From an optimization exercise on the open Yosys and OpenROAD flow, aimed at small area; shortcuts taken in it are not production practice.
RTL that was checked went through simulation tests only; none was proved equivalent to the original.
Power and IR drop assume default switching activity.

==> module uart_tx, before the edit <==
module uart_tx (
   input        i_Clock,
   input        i_Reset,
   input        i_Rd,        
   input        i_Empty,     
   input        i_Hit,       
   input        i_Bit,       
   output [2:0] o_Lane,
   output       o_Tx_Active,
   output reg   o_Tx_Serial,
   output       o_Tx_Done
   );
  localparam s_IDLE  = 3'b000;
  localparam s_IDLED = 3'b001;   
  localparam s_CLEAN = 3'b010;
  localparam s_PRED  = 3'b011;
  localparam s_PRE   = 3'b100;
  localparam s_DATA  = 3'b101;
  localparam s_START = 3'b110;
  localparam s_STOP  = 3'b111;
  reg [2:0] r_SM;
  reg [6:0] r_Cnt;
  reg [2:0] r_Idx;    
  reg       r_Next;
  reg       r_Zero;
  wire w_Busy  = r_SM[2] & (r_SM[1] | r_SM[0]);
  wire w_Ready = ~r_SM[2] & ~(r_SM[1] & r_SM[0]);
  wire w_Data  = (r_SM == s_DATA);
  wire w_Start = (r_SM == s_START);
  wire w_Full  = r_Cnt[6] & r_Cnt[4] & r_Cnt[2] & r_Cnt[1];    
  wire w_Fetch = (w_Start | w_Data) & (r_Cnt[6:5] == 2'b01) & i_Hit;
  wire [7:0] w_Cry;
  assign w_Cry[0] = 1'b1;
  genvar c;
  generate
    for (c = 0; c < 7; c = c + 1)
      begin : inc
        assign w_Cry[c+1] = w_Cry[c] & r_Cnt[c];
      end
  endgenerate
  always @(posedge i_Clock)
    begin
      r_Cnt <= {7{w_Busy & ~w_Full}} & (r_Cnt ^ w_Cry[6:0]);
      if (w_Fetch)
        r_Next <= i_Bit;
      if (w_Ready & i_Rd)
        r_Zero <= i_Empty;
    end
  always @(posedge i_Clock)
    begin
      if (i_Reset)
        begin
          r_SM        <= s_IDLE;
          r_Idx       <= 0;
          o_Tx_Serial <= 1'b1;
        end
      else
        begin
          if (w_Full && (w_Start || (w_Data && r_Idx != 0)))
            r_Idx <= r_Idx + 1;
          if (w_Start)
            o_Tx_Serial <= 1'b0;
          else if (w_Data)
            begin
              if (r_Cnt[6:5] == 2'b00)
                o_Tx_Serial <= r_Next & ~r_Zero;
            end
          else
            o_Tx_Serial <= 1'b1;
          case (r_SM)
            s_IDLE, s_IDLED :
              r_SM <= i_Rd ? s_PRE : s_IDLE;
            s_CLEAN :
              r_SM <= i_Rd ? s_PRED : s_IDLED;
            s_PRE, s_PRED :
              r_SM <= s_START;
            s_START :
              if (w_Full)
                r_SM <= s_DATA;
            s_DATA :
              if (w_Full && r_Idx == 0)
                r_SM <= s_STOP;
            s_STOP :
              if (w_Full)
                r_SM <= s_CLEAN;
          endcase
        end
    end
  assign o_Lane      = r_Idx;
  assign o_Tx_Active = w_Busy;
  assign o_Tx_Done   = ~r_SM[2] & (r_SM[1] | r_SM[0]);
endmodule
==> flow/config.mk <==
export PLATFORM = sky130hd
export DESIGN_NAME = top
export DESIGN_NICKNAME = top
export VERILOG_FILES = /design/flow/design.v
export SDC_FILE = /design/flow/constraint.sdc
export NUM_CORES = 4
export LEC_CHECK = 0
export CAP_MARGIN = 20
export CORE_MARGIN = 2
export CORE_UTILIZATION = 80
export CTS_BUF_LIST = sky130_fd_sc_hd__clkbuf_8
export CTS_CLUSTER_DIAMETER = 50
export CTS_CLUSTER_SIZE = 20
export PLACE_DENSITY = 0.92
export SLEW_MARGIN = 20
==> flow/constraint.sdc <==
create_clock -name core_clock -period 10.0 [get_ports {Clock}]
set_input_delay 2.0000 -clock core_clock [delete_from_list [all_inputs] [get_ports {Clock}]]
set_output_delay 2.0000 -clock core_clock [all_outputs]
set_load 0.01 [all_outputs]
standard.sh (not shown) runs the stock make flow with config.mk's settings and CLKGATE_MAP_FILE= SYNTH_SCRIPT=/design/flow/synth_recipe.tcl, a recipe that flattens the netlist after the stock synthesis.
==> flow/flow/run.sh <==
#!/bin/bash
# Standard layout; the clock tree is built without dummy loads and the
# ports get the smallest buffer. Every tool writes its output to standard.log.
export CTS_ARGS="-sink_clustering_enable -repair_clock_nets -sink_clustering_size 12 -sink_clustering_max_diameter 40 -buf_list sky130_fd_sc_hd__clkbuf_4 -dont_use_dummy_load"
export BUFFER_PORTS_ARGS="-buffer_cell sky130_fd_sc_hd__buf_1"
bash standard.sh > standard.log 2>&1
Change:
--- a/flow/design.v
+++ b/flow/design.v
@@ -109,29 +109,28 @@
    output [2:0] o_Lane,
    output       o_Tx_Active,
    output reg   o_Tx_Serial,
    output       o_Tx_Done
    );
-  localparam s_IDLE  = 3'b000;
-  localparam s_IDLED = 3'b001;   
-  localparam s_CLEAN = 3'b010;
-  localparam s_PRED  = 3'b011;
-  localparam s_PRE   = 3'b100;
-  localparam s_DATA  = 3'b101;
-  localparam s_START = 3'b110;
-  localparam s_STOP  = 3'b111;
-  reg [2:0] r_SM;
+  localparam s_CLEAN = 4'd0;
+  localparam s_IDLED = 4'd1;   
+  localparam s_IDLE  = 4'd2;
+  localparam s_PRED  = 4'd4;
+  localparam s_PRE   = 4'd5;
+  localparam s_START = 4'd6;
+  localparam s_DATA0 = 4'd7;   
+  localparam s_STOP  = 4'd15;
+  reg [3:0] r_SM;
   reg [6:0] r_Cnt;
-  reg [2:0] r_Idx;    
   reg       r_Next;
   reg       r_Zero;
-  wire w_Busy  = r_SM[2] & (r_SM[1] | r_SM[0]);
-  wire w_Ready = ~r_SM[2] & ~(r_SM[1] & r_SM[0]);
-  wire w_Data  = (r_SM == s_DATA);
+  wire w_Busy  = r_SM[3] | (r_SM[2] & r_SM[1]);           
+  wire w_Ready = ~r_SM[3] & ~r_SM[2] & ~(r_SM[1] & r_SM[0]);   
   wire w_Start = (r_SM == s_START);
+  wire w_Data  = r_SM[3] ? (r_SM != s_STOP) : (r_SM == s_DATA0);
   wire w_Full  = r_Cnt[6] & r_Cnt[4] & r_Cnt[2] & r_Cnt[1];    
-  wire w_Fetch = (w_Start | w_Data) & (r_Cnt[6:5] == 2'b01) & i_Hit;
+  wire w_Fetch = w_Busy & (r_Cnt[6:5] == 2'b01) & i_Hit;
   wire [7:0] w_Cry;
   assign w_Cry[0] = 1'b1;
   genvar c;
   generate
     for (c = 0; c < 7; c = c + 1)
@@ -150,48 +149,39 @@
   always @(posedge i_Clock)
     begin
       if (i_Reset)
         begin
           r_SM        <= s_IDLE;
-          r_Idx       <= 0;
           o_Tx_Serial <= 1'b1;
         end
       else
         begin
-          if (w_Full && (w_Start || (w_Data && r_Idx != 0)))
-            r_Idx <= r_Idx + 1;
           if (w_Start)
             o_Tx_Serial <= 1'b0;
           else if (w_Data)
             begin
               if (r_Cnt[6:5] == 2'b00)
                 o_Tx_Serial <= r_Next & ~r_Zero;
             end
           else
             o_Tx_Serial <= 1'b1;
           case (r_SM)
-            s_IDLE, s_IDLED :
-              r_SM <= i_Rd ? s_PRE : s_IDLE;
             s_CLEAN :
               r_SM <= i_Rd ? s_PRED : s_IDLED;
-            s_PRE, s_PRED :
+            s_IDLED, s_IDLE, 4'd3 :
+              r_SM <= i_Rd ? s_PRE : s_IDLE;
+            s_PRED, s_PRE :
               r_SM <= s_START;
-            s_START :
-              if (w_Full)
-                r_SM <= s_DATA;
-            s_DATA :
-              if (w_Full && r_Idx == 0)
-                r_SM <= s_STOP;
-            s_STOP :
+            default :
               if (w_Full)
-                r_SM <= s_CLEAN;
+                r_SM <= r_SM + 1'b1;
           endcase
         end
     end
-  assign o_Lane      = r_Idx;
+  assign o_Lane      = r_SM[2:0] + 3'd2;
   assign o_Tx_Active = w_Busy;
-  assign o_Tx_Done   = ~r_SM[2] & (r_SM[1] | r_SM[0]);
+  assign o_Tx_Done   = (r_SM == s_CLEAN) | (r_SM == s_IDLED) | (r_SM == s_PRED);
 endmodule
 module synq_fifo (
     input        clk,
     input        rst,
     input        wr_en,      
Global-route usage rose by 1.1 points.
Routed wire length rose by 3.9%.
Cell area rose by 0.31%.
Cell count rose by 0.63%.
Non-clock buffer count is unchanged.
Sequential share of layout area fell by 0.75 points.
Worst setup slack got worse by 0.11 ns.
Power rose by 7.0%.
Function not checked in the second run of this note: the RTL went through the layout flow alone.

========
Another version of the RTL of top (not shown whole).
Size in the first run: about 550 cells after synthesis, about 300 flip-flops, about 8 I/O pins, about 7700 µm² of cells after synthesis.
==> module uart_rx, before the edit <==
module uart_rx (
   input        i_Clock,
   input        i_Reset,
   input        i_Rx_Serial,
   output       o_Cmd,       
   output       o_Pop,       
   output       o_Hold,      
   output       o_Wr_Win,    
   output [7:0] o_Lane       
   );
  localparam s_IDLE   = 3'b000;
  localparam s_CMD2   = 3'b001;   
  localparam s_CLEAN  = 3'b010;   
  localparam s_CMD1   = 3'b011;   
  localparam s_START  = 3'b100;
  localparam s_STARTC = 3'b101;   
  localparam s_STOP   = 3'b110;
  localparam s_DATA   = 3'b111;
  reg       r_Rx_Data;
  reg [2:0] r_SM;
  reg [6:0] r_Cnt;
  reg [2:0] r_Idx;
  reg       r_Hold;
  reg       r_Miss;
  wire w_Busy  = r_SM[2];
  wire w_Start = r_SM[2] & ~r_SM[1];
  wire w_Data  = (r_SM == s_DATA);
  wire w_Half  = r_Cnt[5] & r_Cnt[3] & r_Cnt[1] & r_Cnt[0];    
  wire w_Full  = r_Cnt[6] & r_Cnt[4] & r_Cnt[2] & r_Cnt[1];    
  wire w_End   = w_Start ? w_Half : w_Full;
  wire w_Samp  = w_Data & w_Full;
  wire [7:0] c_Cmd = 8'h5C;
  wire w_Exp = c_Cmd[r_Idx];
  always @(posedge i_Clock)
    begin
      if (i_Reset)
        r_Rx_Data <= 1'b1;
      else
        r_Rx_Data <= i_Rx_Serial;
    end
  always @(posedge i_Clock)
    begin
      if (!w_Busy || w_End)
        r_Cnt <= 0;
      else
        r_Cnt <= r_Cnt + 1;
      if (w_Samp)
        begin
          r_Hold <= r_Rx_Data;
          r_Miss <= ((r_Idx != 0) & r_Miss) | (r_Rx_Data ^ w_Exp);
        end
    end
  always @(posedge i_Clock)
    begin
      if (i_Reset)
        begin
          r_SM  <= s_IDLE;
          r_Idx <= 0;
        end
      else
        begin
          if (w_Samp)
            r_Idx <= r_Idx + 1;
          case (r_SM)
            s_START, s_STARTC :
              if (w_Half)
                r_SM <= r_Rx_Data ? s_IDLE : s_DATA;
              else
                r_SM <= s_START;
            s_DATA :
              if (w_Full && r_Idx == 7)
                r_SM <= s_STOP;
            s_STOP :
              if (w_Full)
                r_SM <= s_CLEAN;
            s_CLEAN :
              r_SM <= s_CMD1;
            s_CMD1 :
              r_SM <= r_Rx_Data ? s_CMD2 : s_STARTC;
            default :
              r_SM <= r_Rx_Data ? s_IDLE : s_START;
          endcase
        end
    end
  assign o_Cmd    = r_SM[0] & ~r_SM[1];
  assign o_Pop    = !r_Miss;
  assign o_Hold   = r_Hold;
  assign o_Wr_Win = (r_Cnt[6:5] == 2'b00) &
                    ((w_Data & (r_Idx != 0)) | (r_SM == s_STOP));
  genvar g;
  generate
    for (g = 0; g < 8; g = g + 1)
      begin : lane
        assign o_Lane[g] = (r_Idx == ((g + 1) % 8));
      end
  endgenerate
endmodule
==> module uart_tx, before the edit <==
module uart_tx (
   input        i_Clock,
   input        i_Reset,
   input        i_Rd,        
   input        i_Empty,     
   input        i_Hit,       
   input        i_Bit,       
   output [2:0] o_Lane,
   output       o_Tx_Active,
   output reg   o_Tx_Serial,
   output       o_Tx_Done
   );
  localparam s_IDLE  = 3'b000;
  localparam s_IDLED = 3'b001;   
  localparam s_CLEAN = 3'b010;
  localparam s_PRED  = 3'b011;
  localparam s_PRE   = 3'b100;
  localparam s_DATA  = 3'b101;
  localparam s_START = 3'b110;
  localparam s_STOP  = 3'b111;
  reg [2:0] r_SM;
  reg [6:0] r_Cnt;
  reg [2:0] r_Idx;    
  reg       r_Next;
  reg       r_Zero;
  wire w_Busy  = r_SM[2] & (r_SM[1] | r_SM[0]);
  wire w_Ready = ~r_SM[2] & ~(r_SM[1] & r_SM[0]);
  wire w_Data  = (r_SM == s_DATA);
  wire w_Start = (r_SM == s_START);
  wire w_Full  = r_Cnt[6] & r_Cnt[4] & r_Cnt[2] & r_Cnt[1];    
  wire w_Fetch = (w_Start | w_Data) & (r_Cnt[6:5] == 2'b01) & i_Hit;
  always @(posedge i_Clock)
    begin
      if (!w_Busy || w_Full)
        r_Cnt <= 0;
      else
        r_Cnt <= r_Cnt + 1;
      if (w_Fetch)
        r_Next <= i_Bit;
      if (w_Ready & i_Rd)
        r_Zero <= i_Empty;
    end
  always @(posedge i_Clock)
    begin
      if (i_Reset)
        begin
          r_SM        <= s_IDLE;
          r_Idx       <= 0;
          o_Tx_Serial <= 1'b1;
        end
      else
        begin
          if (w_Full && (w_Start || (w_Data && r_Idx != 0)))
            r_Idx <= r_Idx + 1;
          if (w_Start)
            o_Tx_Serial <= 1'b0;
          else if (w_Data)
            begin
              if (r_Cnt == 0)
                o_Tx_Serial <= r_Next & ~r_Zero;
            end
          else
            o_Tx_Serial <= 1'b1;
          case (r_SM)
            s_IDLE, s_IDLED :
              r_SM <= i_Rd ? s_PRE : s_IDLE;
            s_CLEAN :
              r_SM <= i_Rd ? s_PRED : s_IDLED;
            s_PRE, s_PRED :
              r_SM <= s_START;
            s_START :
              if (w_Full)
                r_SM <= s_DATA;
            s_DATA :
              if (w_Full && r_Idx == 0)
                r_SM <= s_STOP;
            s_STOP :
              if (w_Full)
                r_SM <= s_CLEAN;
          endcase
        end
    end
  assign o_Lane      = r_Idx;
  assign o_Tx_Active = w_Busy;
  assign o_Tx_Done   = ~r_SM[2] & (r_SM[1] | r_SM[0]);
endmodule
==> module synq_fifo, before the edit <==
module synq_fifo (
    input        clk,
    input        rst,
    input        wr_en,      
    input        rd_en,      
    input        lane_wr,    
    input  [7:0] lane_sel,
    input        lane_bit,
    input  [2:0] rd_lane,    
    output       rd_hit,     
    output       rd_bit,
    output       f_empty,
    output       f_full
    );
    reg [7:0] r_Ring [0:31];
    reg [4:0] a_pos, b_pos;
    reg       r_last_push;    
    wire w_eq   = (a_pos == b_pos);
    wire w_pop  = rd_en & ~f_empty;
    wire w_push = wr_en & ~f_full;
    wire w_wr   = lane_wr & (b_pos == 5'd0) & ~f_full;
    integer i;
    always @(posedge clk)
    begin
        for (i = 0; i < 31; i = i + 1)
            r_Ring[i] <= r_Ring[i+1];
        r_Ring[31] <= (w_wr ? lane_sel : 8'h00) & {8{lane_bit}} |
                      (w_wr ? ~lane_sel : 8'hFF) & r_Ring[0];
    end
    always @(posedge clk)
    begin
        if (rst)
        begin
            a_pos  <= 0;
            b_pos  <= 0;
            r_last_push <= 0;
        end
        else
        begin
            if (!w_pop)
                a_pos <= a_pos - 1;
            if (!w_push)
                b_pos <= b_pos - 1;
            if (w_pop)
                r_last_push <= 0;
            else if (w_push)
                r_last_push <= 1;
        end
    end
    assign rd_hit  = (a_pos == 5'd1);
    assign rd_bit  = r_Ring[0][rd_lane];
    assign f_empty = w_eq & ~r_last_push;
    assign f_full  = w_eq & r_last_push;
endmodule
make LEC_CHECK=0 CAP_MARGIN=20 CORE_MARGIN=2 CORE_UTILIZATION=70 CTS_BUF_LIST=sky130_fd_sc_hd__clkbuf_8 CTS_CLUSTER_DIAMETER=50 CTS_CLUSTER_SIZE=20 PLACE_DENSITY=0.85 SLEW_MARGIN=20 finish   # period 10.0 ns
run.sh (not shown) runs the stock make flow with config.mk's settings and CLKGATE_MAP_FILE= SYNTH_SCRIPT=/design/flow/synth_recipe.tcl, a recipe that flattens the netlist after the stock synthesis.
Stock flow here: none of the scripts above is used.
Next try:
--- a/flow/design.v
+++ b/flow/design.v
@@ -25,12 +25,19 @@
   wire w_Busy  = r_SM[2];
   wire w_Start = r_SM[2] & ~r_SM[1];
   wire w_Data  = (r_SM == s_DATA);
-  wire w_Half  = r_Cnt[5] & r_Cnt[3] & r_Cnt[1] & r_Cnt[0];    
   wire w_Full  = r_Cnt[6] & r_Cnt[4] & r_Cnt[2] & r_Cnt[1];    
-  wire w_End   = w_Start ? w_Half : w_Full;
   wire w_Samp  = w_Data & w_Full;
   wire [7:0] c_Cmd = 8'h5C;
   wire w_Exp = c_Cmd[r_Idx];
+  wire [7:0] w_Cry;
+  assign w_Cry[0] = 1'b1;
+  genvar c;
+  generate
+    for (c = 0; c < 7; c = c + 1)
+      begin : inc
+        assign w_Cry[c+1] = w_Cry[c] & r_Cnt[c];
+      end
+  endgenerate
   always @(posedge i_Clock)
     begin
       if (i_Reset)
@@ -40,10 +47,7 @@
     end
   always @(posedge i_Clock)
     begin
-      if (!w_Busy || w_End)
-        r_Cnt <= 0;
-      else
-        r_Cnt <= r_Cnt + 1;
+      r_Cnt <= w_Busy ? ({7{~w_Full}} & (r_Cnt ^ w_Cry[6:0])) : 7'd43;
       if (w_Samp)
         begin
           r_Hold <= r_Rx_Data;
@@ -63,7 +67,7 @@
             r_Idx <= r_Idx + 1;
           case (r_SM)
             s_START, s_STARTC :
-              if (w_Half)
+              if (w_Full)
                 r_SM <= r_Rx_Data ? s_IDLE : s_DATA;
               else
                 r_SM <= s_START;
@@ -126,12 +130,18 @@
   wire w_Start = (r_SM == s_START);
   wire w_Full  = r_Cnt[6] & r_Cnt[4] & r_Cnt[2] & r_Cnt[1];    
   wire w_Fetch = (w_Start | w_Data) & (r_Cnt[6:5] == 2'b01) & i_Hit;
+  wire [7:0] w_Cry;
+  assign w_Cry[0] = 1'b1;
+  genvar c;
+  generate
+    for (c = 0; c < 7; c = c + 1)
+      begin : inc
+        assign w_Cry[c+1] = w_Cry[c] & r_Cnt[c];
+      end
+  endgenerate
   always @(posedge i_Clock)
     begin
-      if (!w_Busy || w_Full)
-        r_Cnt <= 0;
-      else
-        r_Cnt <= r_Cnt + 1;
+      r_Cnt <= {7{w_Busy & ~w_Full}} & (r_Cnt ^ w_Cry[6:0]);
       if (w_Fetch)
         r_Next <= i_Bit;
       if (w_Ready & i_Rd)
@@ -153,7 +163,7 @@
             o_Tx_Serial <= 1'b0;
           else if (w_Data)
             begin
-              if (r_Cnt == 0)
+              if (r_Cnt[6:5] == 2'b00)
                 o_Tx_Serial <= r_Next & ~r_Zero;
             end
           else
@@ -202,6 +212,17 @@
     wire w_pop  = rd_en & ~f_empty;
     wire w_push = wr_en & ~f_full;
     wire w_wr   = lane_wr & (b_pos == 5'd0) & ~f_full;
+    wire [5:0] a_bor, b_bor;
+    assign a_bor[0] = ~w_pop;
+    assign b_bor[0] = ~w_push;
+    genvar g;
+    generate
+        for (g = 0; g < 5; g = g + 1)
+        begin : dec
+            assign a_bor[g+1] = a_bor[g] & ~a_pos[g];
+            assign b_bor[g+1] = b_bor[g] & ~b_pos[g];
+        end
+    endgenerate
     integer i;
     always @(posedge clk)
     begin
@@ -220,10 +241,8 @@
         end
         else
         begin
-            if (!w_pop)
-                a_pos <= a_pos - 1;
-            if (!w_push)
-                b_pos <= b_pos - 1;
+            a_pos <= a_pos ^ a_bor[4:0];
+            b_pos <= b_pos ^ b_bor[4:0];
             if (w_pop)
                 r_last_push <= 0;
             else if (w_push)
Outcome: The changed run went through all stages and came out clean; clock power goes down by about 2%; global-route usage goes down by 1.2 points; routed wire length came out lower by 11%; fmax came out higher by 4.8%; setup slack improves by 0.21 ns; design area went down by 3.2%; core utilization went up by 0.89 points; final cell count is lower by 7.9%; area after synthesis falls by 3.4%; die area is lower by 3.3%.
No functional check of the RTL was part of the first run of this note.

-- static timing again, ports no longer ideal --
The results above use ideal ports. As a check the final layouts listed here were re-extracted and re-timed, cells and wires unchanged.
Step 1 sets driving cells, clkbuf_16 on the clock port and buf_2 on the other inputs (assumed; they add their load-dependent delay and slew).
Step 2 also shifts input and output timing later by t, the mid clock arrival at the registers, as if the neighbouring blocks saw the same clock.
a / b / c = no drivers / after step 1 / after step 2; a / b = the first two.
run | t, ns | setup WS [ns] | hold slack, ns | worst slew at a driven data input, ns
the first run of note 1 | 0.635 | 5.789 / 5.756 / 6.391 | 0.293 / 0.293 / 0.293 | 0.03
the second run of note 1 | 0.639 | 5.681 / 5.647 / 6.287 | 0.307 / 0.307 / 0.307 | 0.03
the first run of note 2 | 0.542 | 5.445 / 5.410 / 5.952 | 0.332 / 0.332 / 0.332 | 0.03
the second run of note 2 | 0.537 | 5.654 / 5.621 / 6.158 | 0.323 / 0.323 / 0.323 | 0.03
After both steps every run listed still meets setup and hold.
